Background: an optimization exercise with open tools, aiming at small area and a short achievable clock period. Do not read the settings as production practice.
The RTL was checked by simulation tests, not by an equivalence proof against the original design.

==> inputs of job 2343 <==
==> flow/design.v (excerpt) <==
module fft_complex_compute #(
  parameter DATA_WIDTH = 32
) (
  input  logic clk,
  input  logic [DATA_WIDTH-1:0] x_N,
  input  logic [DATA_WIDTH-1:0] x_M,
  input  logic [DATA_WIDTH-1:0] w_N,
  output logic [DATA_WIDTH-1:0] y_N,
  output logic [DATA_WIDTH-1:0] y_M
);
  logic [15:0] ar, ai, wr, wi;
  logic [15:0] ar2, ai2;
  logic [15:0] ynr, yni, ymr, ymi;
  logic [7:0] br_neg, br_one, br_two;
  logic [7:0] bi_neg, bi_one, bi_two;
  logic pp1;
  logic pp2;
  logic pp3;
  logic pp4;
  logic pp5;
  logic pp6;
  logic pp7;
  logic pp8;
  logic pp9;
  logic pp10;
  logic pp11;
  logic pp12;
  logic pp13;
  logic pp14;
  logic pp15;
  logic pp16;
  logic pp17;
  logic pp18;
  logic pp19;
  logic pp20;
  logic pp21;
  logic pp22;
  logic pp23;
  logic pp24;
  logic pp25;
  logic pp26;
  logic pp27;
  logic pp28;
  logic pp29;
  logic pp30;
  logic pp31;
  logic pp32;
  logic pp33;
  logic pp34;
  logic pp35;
  logic pp36;
  logic pp37;
  logic pp38;
  ...
export LEC_CHECK = 0
export ABC_AREA = 1
export CAP_MARGIN = 20
export CORE_MARGIN = 2
export CORE_UTILIZATION = 40
export SETUP_SLACK_MARGIN = 4.0
export SLEW_MARGIN = 20
export SYNTH_HIERARCHICAL = 1
export SYNTH_MINIMUM_KEEP_SIZE = 0
create_clock -name core_clock -period 8.0 [get_ports {clk}]
run.sh (not shown) runs the stock make flow with config.mk's settings and CLKGATE_MAP_FILE= SYNTH_SCRIPT=/design/flow/synth_recipe.tcl, a recipe that flattens the netlist after the stock synthesis.
==> inputs of job 9338, as changes to job 2343 <==
--- a/flow/config.mk
+++ b/flow/config.mk
@@ -8,8 +8,9 @@
 export ABC_AREA = 1
 export CAP_MARGIN = 20
 export CORE_MARGIN = 2
-export CORE_UTILIZATION = 40
-export SETUP_SLACK_MARGIN = 4.0
+export CORE_UTILIZATION = 60
+export PLACE_DENSITY = 0.7
+export SETUP_SLACK_MARGIN = 4.5
 export SLEW_MARGIN = 20
 export SYNTH_HIERARCHICAL = 1
 export SYNTH_MINIMUM_KEEP_SIZE = 0
==> run notes <==
Number of ordinary inverters in the final layout: job 9338 330; job 2343 329
Post-CTS Resized: job 9338 47; job 2343 1
Worst slack at placement: job 9338 3920 ps; job 2343 3990 ps
Wire length on met1: job 9338 39500 µm; job 2343 41100 µm
Placed insts: job 9338 3967; job 2343 4326
Final nets: job 9338 4052; job 2343 4031
Hold WS: job 9338 325 ps; job 2343 319 ps
Origin of the critical flop-to-flop path: job 9338 br_neg[5]; job 2343 bi_one[3]
Launch instance of the worst min-delay path: job 9338 ar[4]; job 2343 ai[12]
Number of global-route vias before repair: job 9338 26100; job 2343 25000
Total Wirelength: job 9338 103000 µm; job 2343 103000 µm
Finished Core Util: job 9338 67.3%; job 2343 44.7%
Routed WL per cell: job 9338 25.3 µm; job 2343 23.3 µm
Buffering overhead: job 9338 7.35%; job 2343 6.13%
Critical Path Stages: job 9338 9; job 2343 10
Outcome: job 9338 complete, no violations; job 2343 complete, no violations
Via Count: job 9338 25400; job 2343 24900

==> run a <==
fft_complex_compute again, from the RTL that the note above started with.
export LEC_CHECK = 0
export ABC_AREA = 1
export CAP_MARGIN = 20
export CORE_MARGIN = 2
export CORE_UTILIZATION = 40
export CTS_BUF_LIST = sky130_fd_sc_hd__clkbuf_8
export SETUP_SLACK_MARGIN = 4.5
export SLEW_MARGIN = 20
export SYNTH_HIERARCHICAL = 1
export SYNTH_MINIMUM_KEEP_SIZE = 0
create_clock -name core_clock -period 8.0 [get_ports {clk}]
==> run b: changes against run a <==
- CTS_BUF_LIST: sky130_fd_sc_hd__clkbuf_8 -> not set
- SETUP_SLACK_MARGIN: 4.5 -> 5.0
==> run c: changes against run a <==
- CTS_BUF_LIST: sky130_fd_sc_hd__clkbuf_8 -> not set
- SETUP_SLACK_MARGIN: 4.5 -> 4.7
==> run notes <==
Run c completed without violations. Run b finished with timing, DRC and antenna clean. Run a ran to the end with no violations. Clock skew: run a > run b > run c. The lowest wire length belongs to run a, the highest to run b. Of run a and run b, run b has the higher hold slack (gap 2.9 ps). Core utilization: run b > run c > run a.
==> figures <==
	run c	run b	run a
Max Clock Skew	22.1 ps	26.5 ps	53.6 ps
Final RePlAce weighted congestion	0.954	0.934	0.954
Routed metal-1 wirelength	42100 um	44500 um	42200 um
Overall fraction of global-route tracks in use	26.2%	28.4%	25.7%
Ratio of layout area to synthesized area	1.208x	1.324x	1.137x
Final core occ	48.8%	53.5%	46.0%
Status	timing/DRC/antenna clean	timing/DRC/antenna clean	timing/DRC/antenna clean
Worst Hold Endpoint	ai2[12]$_DFF_P_	ai2[13]$_DFF_P_	ai2[12]$_DFF_P_
Proportion of cell area occupied by multi-input gates	60.2%	60.2%	61.6%

-- re-timing with driven ports --
How much do the figures lean on ideal ports? The routed layouts below were timed once more, with nothing changed but the port constraints.
Step 1 (the two cells are an assumption about what drives the block):
set clk [get_ports {clk}]
set_driving_cell -lib_cell sky130_fd_sc_hd__clkbuf_16 $clk
set_driving_cell -lib_cell sky130_fd_sc_hd__buf_2 [delete_from_list [all_inputs] $clk]
Step 2, shift: input delay + t, output delay - t, t = (earliest + latest rising clock arrival at the registers) / 2. This alone moves slack from input paths to output paths.
Three values: ideal, step 1, step 2; two values: the first two.
run	shift t [ns]	setup WS [ns]	latest minus earliest clock arrival (ns)
job 2343	0.643	4.066 / 4.066 / 4.066	0.025 / 0.025
job 9338	0.637	4.467 / 4.467 / 4.467	0.037 / 0.037
run a	0.747	4.478 / 4.478 / 4.478	0.054 / 0.054
run b	0.650	4.662 / 4.662 / 4.662	0.027 / 0.026
run c	0.643	4.615 / 4.615 / 4.615	0.024 / 0.023
After both steps every run listed still meets setup and hold.
